This design comes from an exercise in tuning for small area on the open sky130 flow, not from production work.
Where RTL was checked, it was by simulation tests only, not by an equivalence proof against the original.
The clock input has no modelled driver; a real chip could not lean on it and would need a root buffer or a full tree.
No activity file was given, so power comes from the tool's default toggle rates.

==> module graphics_engine, before the edit <==
module graphics_engine (
    input wire clk,
    input wire rst,
    input wire [6:0] hq,
    input wire [3:0] hr,
    input wire [9:0] v,
    input wire display_area,
    input wire [4:0] dino_m,
    input wire [5:0] nk1,
    input wire [6:0] nk2,
    output reg on,
    output reg white
);
    wire [6:0] a1;
    wire [7:0] a2;
    wire [5:0] d1;
    wire [6:0] d2;
    assign a1[0] = 1'b0;
    assign a2[0] = 1'b0;
    genvar i;
    generate
        for (i = 0; i < 6; i = i + 1) begin : g1
            assign d1[i] = hq[i] ^ nk1[i] ^ a1[i];
            assign a1[i+1] = (hq[i] & nk1[i]) | (a1[i] & (hq[i] ^ nk1[i]));
        end
        for (i = 0; i < 6; i = i + 1) begin : g2
            assign d2[i] = hq[i] ^ nk2[i] ^ a2[i];
            assign a2[i+1] = (hq[i] & nk2[i]) | (a2[i] & (hq[i] ^ nk2[i]));
        end
    endgenerate
    assign d2[6] = nk2[6] ^ a2[6];
    wire obs_row = (v >= 10'd330);
    wire in_obs = obs_row && ((d1 < 6'd5) || (d2 < 7'd5));
    reg [8:0] rtm;
    always @(*)
    begin
        case (dino_m)
            5'd0: rtm = 9'd502;
            5'd1: rtm = 9'd501;
            5'd2: rtm = 9'd499;
            5'd3: rtm = 9'd496;
            5'd4: rtm = 9'd492;
            5'd5: rtm = 9'd487;
            5'd6: rtm = 9'd481;
            5'd7: rtm = 9'd474;
            5'd8: rtm = 9'd466;
            5'd9: rtm = 9'd457;
            5'd10: rtm = 9'd447;
            5'd11: rtm = 9'd436;
            5'd12: rtm = 9'd424;
            5'd13: rtm = 9'd411;
            5'd14: rtm = 9'd397;
            5'd15: rtm = 9'd382;
            5'd16: rtm = 9'd366;
            5'd17: rtm = 9'd349;
            5'd18: rtm = 9'd331;
            default: rtm = 9'd312;
        endcase
    end
    wire [8:0] vh = v[9:1];
    wire [8:0] a3;
    wire [8:0] e;
    assign a3[0] = 1'b0;
    generate
        for (i = 0; i < 8; i = i + 1) begin : g3
            assign e[i] = vh[i] ^ rtm[i] ^ a3[i];
            assign a3[i+1] = (vh[i] & rtm[i]) | (a3[i] & (vh[i] ^ rtm[i]));
        end
    endgenerate
    assign e[8] = vh[8] ^ rtm[8] ^ a3[8];
    wire row_head = (e < 9'd10);
    wire row_body = (e >= 9'd10) && (e < 9'd25);
    wire row_tail = (e >= 9'd25) && (e < 9'd40);
    wire row_legs = (e >= 9'd40) && (e < 9'd45);
    wire hr_2_7 = (hr >= 4'd2) && (hr <= 4'd7);
    wire in_dino =
        (row_head && ((hq == 7'd8 && hr >= 4'd5) || (hq == 7'd9 && hr <= 4'd7))) ||
        (row_body && (hq >= 7'd6 && hq <= 7'd8)) ||
        (row_tail && (hq >= 7'd5 && hq <= 7'd8)) ||
        (row_legs && (hq == 7'd5 || ((hq == 7'd6 || hq == 7'd8) && hr_2_7)));
    always @(posedge clk)
    begin
        on <= ~rst & display_area;
        white <= ~rst & display_area & ~(in_obs | in_dino);
    end
endmodule
clock: 40.0 ns
lec_check: 0
cap_margin: 20
core_margin: 2
core_utilization: 40
slew_margin: 20
standard.sh (not shown) runs the stock make flow with config.mk's settings and CLKGATE_MAP_FILE= SYNTH_SCRIPT=/design/flow/synth_recipe.tcl, a recipe that flattens the netlist after the stock synthesis.
==> flow/flow/run.sh <==
#!/bin/bash
# Standard ORFS layout (the standard.sh) with two changes:
#  - ports are buffered with buf_1 instead of the default buffer cell
#  - after CTS, the clock tree is replaced by a smaller one: the flip-flops
#    are split into 4 groups by position, each driven by one clkbuf_8 at the
#    group's centre, and clk drives the 4 buffers (flow/post_cts.tcl)
# The make output goes to standard.log; ORFS keeps each step's log under orfs/logs.
set -euo pipefail
export BUFFER_PORTS_ARGS="-buffer_cell sky130_fd_sc_hd__buf_1"
export POST_CTS_TCL="$PWD/flow/post_cts.tcl"
bash standard.sh > standard.log 2>&1
Other scripts of this flow, unchanged in this note and not shown: flow/flow/post_cts.tcl
Next try:
--- a/flow/design.v
+++ b/flow/design.v
@@ -182,28 +182,28 @@
     reg [8:0] rtm;
     always @(*)
     begin
         case (dino_m)
-            5'd0: rtm = 9'd502;
-            5'd1: rtm = 9'd501;
-            5'd2: rtm = 9'd499;
-            5'd3: rtm = 9'd496;
-            5'd4: rtm = 9'd492;
-            5'd5: rtm = 9'd487;
-            5'd6: rtm = 9'd481;
-            5'd7: rtm = 9'd474;
-            5'd8: rtm = 9'd466;
-            5'd9: rtm = 9'd457;
-            5'd10: rtm = 9'd447;
-            5'd11: rtm = 9'd436;
-            5'd12: rtm = 9'd424;
-            5'd13: rtm = 9'd411;
-            5'd14: rtm = 9'd397;
-            5'd15: rtm = 9'd382;
-            5'd16: rtm = 9'd366;
-            5'd17: rtm = 9'd349;
-            5'd18: rtm = 9'd331;
-            default: rtm = 9'd312;
+            5'd0: rtm = 9'd6;
+            5'd1: rtm = 9'd5;
+            5'd2: rtm = 9'd3;
+            5'd3: rtm = 9'd0;
+            5'd4: rtm = 9'd508;
+            5'd5: rtm = 9'd503;
+            5'd6: rtm = 9'd497;
+            5'd7: rtm = 9'd490;
+            5'd8: rtm = 9'd482;
+            5'd9: rtm = 9'd473;
+            5'd10: rtm = 9'd463;
+            5'd11: rtm = 9'd452;
+            5'd12: rtm = 9'd440;
+            5'd13: rtm = 9'd427;
+            5'd14: rtm = 9'd413;
+            5'd15: rtm = 9'd398;
+            5'd16: rtm = 9'd382;
+            5'd17: rtm = 9'd365;
+            5'd18: rtm = 9'd347;
+            default: rtm = 9'd328;
         endcase
     end
     wire [8:0] vh = v[9:1];
     wire [8:0] a3;
@@ -215,12 +215,12 @@
             assign a3[i+1] = (vh[i] & rtm[i]) | (a3[i] & (vh[i] ^ rtm[i]));
         end
     endgenerate
     assign e[8] = vh[8] ^ rtm[8] ^ a3[8];
-    wire row_head = (e < 9'd10);
-    wire row_body = (e >= 9'd10) && (e < 9'd25);
-    wire row_tail = (e >= 9'd25) && (e < 9'd40);
-    wire row_legs = (e >= 9'd40) && (e < 9'd45);
+    wire row_head = (e >= 9'd16) && (e < 9'd26);
+    wire row_body = (e >= 9'd26) && (e < 9'd41);
+    wire row_tail = (e >= 9'd41) && (e < 9'd56);
+    wire row_legs = (e >= 9'd56) && (e < 9'd61);
     wire hr_2_7 = (hr >= 4'd2) && (hr <= 4'd7);
     wire in_dino =
         (row_head && ((hq == 7'd8 && hr >= 4'd5) || (hq == 7'd9 && hr <= 4'd7))) ||
         (row_body && (hq >= 7'd6 && hq <= 7'd8)) ||
Effect:
- The new run finished clean
- utilization went down by 0.35 points
- power rises by 1.1%
- wire length came out lower by 6.6%
- area after synthesis is lower by 2.2%
- final cell count decreases by 3.8%
- die area goes down by 2.1%
Only the layout flow was run in the first run of this note; the RTL was not checked for function there. In every run of this note, the design's own scripts or RTL, not TritonCTS, make the clock network.

[re-timing with driven ports]
The results above use ideal ports. As a check the final layouts listed here were re-extracted and re-timed, cells and wires unchanged. Step 1: set_driving_cell puts a clkbuf_16 on clk and a buf_2 on each other input, an assumption about the parent block. Step 2 also shifts input and output timing later by t, the mid clock arrival at the registers, as if the neighbouring blocks saw the same clock. Three values: ideal ports, drivers, drivers and shift; two values: the first two.
run	t, ns	setup slack, ns	latest minus earliest clock arrival (ns)
the first run	0.215	30.650 / 30.591 / 30.806	0.012 / 0.012
the second run	0.217	30.635 / 30.578 / 30.796	0.015 / 0.015
After both steps setup and hold are still met in every run listed.
